This design comes from an exercise in tuning for small area on the open sky130 flow, not from production work.
In this exercise RTL edits were held to simulation tests only and were not proved equivalent to the original.
The clock port is modelled as an ideal driver; clocking choices that lean on that would not hold on a real chip.
Power is estimated from default activity; no workload was simulated.

## run A
// top
module top(
    input clk,
    input reset,
    input [2:0] btn,
    input [7:0] sw,
    input RsRx,
    output RsTx,
    output [15:0] led,
    output uartTx,
    output uartRx
    );
For scale: roughly 72 flip-flops, about 3000 µm² of cells after synthesis.
==> flow/config.mk <==
export PLATFORM = sky130hd
export DESIGN_NAME = top
export DESIGN_NICKNAME = top
export VERILOG_FILES = /design/flow/design.v
export SDC_FILE = /design/flow/constraint.sdc
export NUM_CORES = 4
export LEC_CHECK = 0
export ABC_AREA = 1
export CAP_MARGIN = 20
export CORE_MARGIN = 2
export CORE_UTILIZATION = 65
export GPL_TIMING_DRIVEN = 0
export PLACE_DENSITY = 0.75
export SLEW_MARGIN = 20
==> flow/constraint.sdc <==
create_clock -name core_clock -period 10.0 [get_ports {clk}]
set_input_delay 2.0000 -clock core_clock [delete_from_list [all_inputs] [get_ports {clk}]]
set_output_delay 2.0000 -clock core_clock [all_outputs]
set_load 0.01 [all_outputs]
standard.sh (not shown) runs the stock make flow with config.mk's settings and CLKGATE_MAP_FILE= SYNTH_SCRIPT=/design/flow/synth_recipe.tcl, a recipe that flattens the netlist after the stock synthesis.
==> flow/flow/run.sh <==
#!/bin/bash
# Standard ORFS layout (the standard.sh) with these changes:
#  - synthesis maps logic with an area-oriented ABC script (flow/abc_area.script,
#    used through ABC_AREA=1 from a local copy of the ORFS scripts folder);
#    registers and the rest of synthesis are unchanged;
#  - port buffers are sky130_fd_sc_hd__buf_1;
#  - the clock tree is built from clkbuf_8 without dummy loads, then its buffers
#    are resized to the smallest that keep flip-flop clock slews under 110 ps
#    (flow/post_cts.tcl).
set -euo pipefail
rm -rf orfs_scripts
cp -r "$FLOW_HOME/scripts" orfs_scripts
cp flow/abc_area.script orfs_scripts/abc_area.script
export SCRIPTS_DIR="$PWD/orfs_scripts"
export BUFFER_PORTS_ARGS="-buffer_cell sky130_fd_sc_hd__buf_1"
export CTS_ARGS="-sink_clustering_enable -repair_clock_nets -dont_use_dummy_load -buf_list sky130_fd_sc_hd__clkbuf_8"
export POST_CTS_TCL="$PWD/flow/post_cts.tcl"
bash standard.sh > standard.log 2>&1
Other scripts of this flow, unchanged in this note and not shown: flow/flow/abc_area.script, flow/flow/post_cts.tcl
Run A: flow completed, timing, DRC and antenna clean
What run B does differently from run A at the input level:
Settings: changing PLACE_DENSITY from 0.75 to 0.85; changing CORE_UTILIZATION from 65 to 75; removing GPL_TIMING_DRIVEN (formerly 0).
- Run B: all stages complete, timing, DRC and antenna checks passed
- Higher tap cell count among run A and run B: run A
- Combinational power share essentially unchanged between run A and run B.
- Compared with run A, in run B flip-flop and latch share of the layout cell area grew by 0.35 points; fraction of the core area covered by cells at the end of the flow has increased.
- As of run B, overall power had fallen slightly compared to run A.
## Diff of input files: run C against run B
Settings: changing CORE_UTILIZATION from 75 to 55; changing PLACE_DENSITY from 0.85 to 0.65.
## What came out
Measured against run C, the first-iteration DRC count of run B comes out at 2.8 times the reference value. Compared with run B, in run C clock skew higher, overall routed net length lost 910 µm, highest clock rate shrank by 6.2 MHz, worst setup slack lost 0.14 ns. Cell count: run B and run C compared, higher one is run C. When the final numbers for run B and run C were put side by side, the final critical delay including setup and external delays turned out to be smaller in run B.
What run D does differently from run C at the input level:
Settings: a deleted PLACE_DENSITY that had been 0.65; a change of CORE_UTILIZATION from 55 to 50.
[run D vs run C] post-synthesis to final-layout area growth: higher in run D
Power: run D vs run C up 0.48%
Run D: global-route wire length before repair 4.8% above run C
Run D: horizontal die dimension 3.6 µm above run C
Modified inputs, run E compared to run D
Settings: a change of CORE_UTILIZATION from 50 to 65; an added PLACE_DENSITY of 0.75; a change of SLEW_MARGIN from 20 to 0; a change of CAP_MARGIN from 20 to 0.
### Flow results
- Compared with run D, run E shows a lower global-route wire length before repair.
- Utilization: run E higher than run D
- Any difference in inverter count between run E and run D is small enough to ignore.
- Run D was larger in final cell area than run E.
- NOTE: largest clock skew in the final design in run E falls short of that of run D
- Lower slew of the pin with the lowest slew margin among run E and run D: run E
- Run E vs run D on total routing usage reported by global routing: run E is the higher one.
- Portion of total power attributed to combinational logic essentially unchanged between run E and run D.


north:
Another version of the RTL of top (not shown whole).
Size in the first run: about 33 I/O pins, about 0.0034 mm² of cells after synthesis.
export LEC_CHECK = 0
export CAP_MARGIN = 20
export CORE_MARGIN = 2
export CORE_UTILIZATION = 70
export PLACE_DENSITY = 0.8
export SLEW_MARGIN = 20
create_clock -name core_clock -period 10.0 [get_ports {clk}]
==> flow/flow/run.sh <==
#!/bin/bash
# Standard layout with buf_1 port buffers and a clock tree of clkbuf_4 without dummy loads.
export BUFFER_PORTS_ARGS="-buffer_cell sky130_fd_sc_hd__buf_1"
export CTS_ARGS="-sink_clustering_enable -repair_clock_nets -dont_use_dummy_load -buf_list sky130_fd_sc_hd__clkbuf_4 -sink_clustering_size 10"
bash standard.sh > standard.log 2>&1
north completed every stage of the flow, and the final layout passed the timing, design-rule and antenna checks.
> inputs changed (north -> south)
==> flow/flow/run.sh <==
#!/bin/bash
# Standard layout with buf_1 port buffers and a clock tree without dummy loads.
export BUFFER_PORTS_ARGS="-buffer_cell sky130_fd_sc_hd__buf_1"
export CTS_ARGS="-sink_clustering_enable -repair_clock_nets -dont_use_dummy_load -buf_list {sky130_fd_sc_hd__clkbuf_2 sky130_fd_sc_hd__clkbuf_4 sky130_fd_sc_hd__clkbuf_8}"
bash standard.sh > standard.log 2>&1
--- a/flow/config.mk
+++ b/flow/config.mk
@@ -9,4 +9,3 @@
 export CORE_MARGIN = 2
-export CORE_UTILIZATION = 70
-export PLACE_DENSITY = 0.8
+export CORE_UTILIZATION = 40
 export SLEW_MARGIN = 20
Notes after the runs:
No stage failed in south, and the final checks on the layout all came back clean. Note that the total routed wire length on the met1 layer recorded for north amounts to 0.865 times the value seen in south. Summary: clock group total power, south worse than north. Of south and north, it is south that has the lower fraction of power consumed by combinational cells. Taking north as the reference, in south routed wirelength normalized by instance count fell by 2.5%; via count of the first global-routing pass rose by about 2.3%; total power of the final layout rose by 0.049 mW; via count fell by about 1.1%; final instance count without filler cells rose by 38. Worst-skew pair later-pin latency in south vs north: down 0.06 ns. For the global-route usage over all layers, south came in 9.4 points lower than north did.
The following lists how east was set up differently from south:
==> flow/flow/run.sh <==
#!/bin/bash
# Standard layout with buf_1 port buffers and a clock tree of clkbuf_4 without dummy loads.
export BUFFER_PORTS_ARGS="-buffer_cell sky130_fd_sc_hd__buf_1"
export CTS_ARGS="-sink_clustering_enable -repair_clock_nets -dont_use_dummy_load -buf_list sky130_fd_sc_hd__clkbuf_4 -sink_clustering_size 10"
bash standard.sh > standard.log 2>&1
--- a/flow/config.mk
+++ b/flow/config.mk
@@ -9,3 +9,4 @@
 export CORE_MARGIN = 2
-export CORE_UTILIZATION = 40
+export CORE_UTILIZATION = 60
+export PLACE_DENSITY = 0.7
 export SLEW_MARGIN = 20
==> run summary <==
- Per the final summary, east finished and its layout is clean on timing, DRC and antenna.
- Relative area change from synthesis to final layout, east and south, higher one = south.
- Compared to south, east was floorplanned on a smaller die.
- Higher global-route usage goes to east over south.
- Internal power, east and south: larger value in south
- For the share of the clock period used by the worst path after layout, east came in 0.30 points higher than south did.
- Placed standard-cell area (east vs. south) decreases slightly
Changes in west relative to east:
==> flow/flow/run.sh <==
#!/bin/bash
export BUFFER_PORTS_ARGS="-buffer_cell sky130_fd_sc_hd__buf_1"
export CTS_ARGS="-sink_clustering_enable -repair_clock_nets -dont_use_dummy_load -buf_list sky130_fd_sc_hd__clkbuf_16 -sink_clustering_size 80 -sink_clustering_max_diameter 500"
bash standard.sh > standard.log 2>&1
--- a/flow/config.mk
+++ b/flow/config.mk
@@ -9,4 +9,3 @@
 export CORE_MARGIN = 2
-export CORE_UTILIZATION = 60
-export PLACE_DENSITY = 0.7
+export CORE_UTILIZATION = 40
 export SLEW_MARGIN = 20
- Layout overhead on the synthesized area sits higher in west than in east.
- Overall power after layout, east and west, higher one = west.
- | highest clock rate | higher: west |
- Final cell area: west above east
- Final critical-path required period: west vs east down 0.040 ns

## port drivers added, routing unchanged
The flow's constraints put no driver on any port. The routed layouts listed below were extracted and timed again, unchanged, in two steps. Step 1: set_driving_cell puts a clkbuf_16 on clk and a buf_2 on each other input, an assumption about the parent block. Step 2 times the ports against the registers' clock, not the clock port: input delays grow and output delays shrink by t, the midpoint of the rising clock arrivals with the driver on. Three values: ideal, step 1, step 2; two values: the first two.
| run | t (ns) | setup WS [ns] | latest minus earliest clock arrival (ns) |
|---|---|---|---|
| run A | 0.487 | 5.117 / 5.093 / 5.435 | 0.032 / 0.031 |
| run B | 0.484 | 5.244 / 5.218 / 5.397 | 0.017 / 0.017 |
| run C | 0.686 | 5.100 / 5.071 / 5.550 | 0.035 / 0.036 |
| run D | 0.475 | 5.252 / 5.229 / 5.547 | 0.035 / 0.035 |
| run E | 0.483 | 5.292 / 5.267 / 5.545 | 0.028 / 0.029 |
| north | 0.412 | 5.250 / 5.224 / 5.549 | 0.034 / 0.034 |
| south | 0.363 | 5.324 / 5.291 / 5.529 | 0.021 / 0.020 |
| east | 0.402 | 5.295 / 5.268 / 5.556 | 0.030 / 0.030 |
| west | 0.350 | 5.335 / 5.300 / 5.529 | 0.015 / 0.016 |
After both steps every run listed still meets setup and hold.
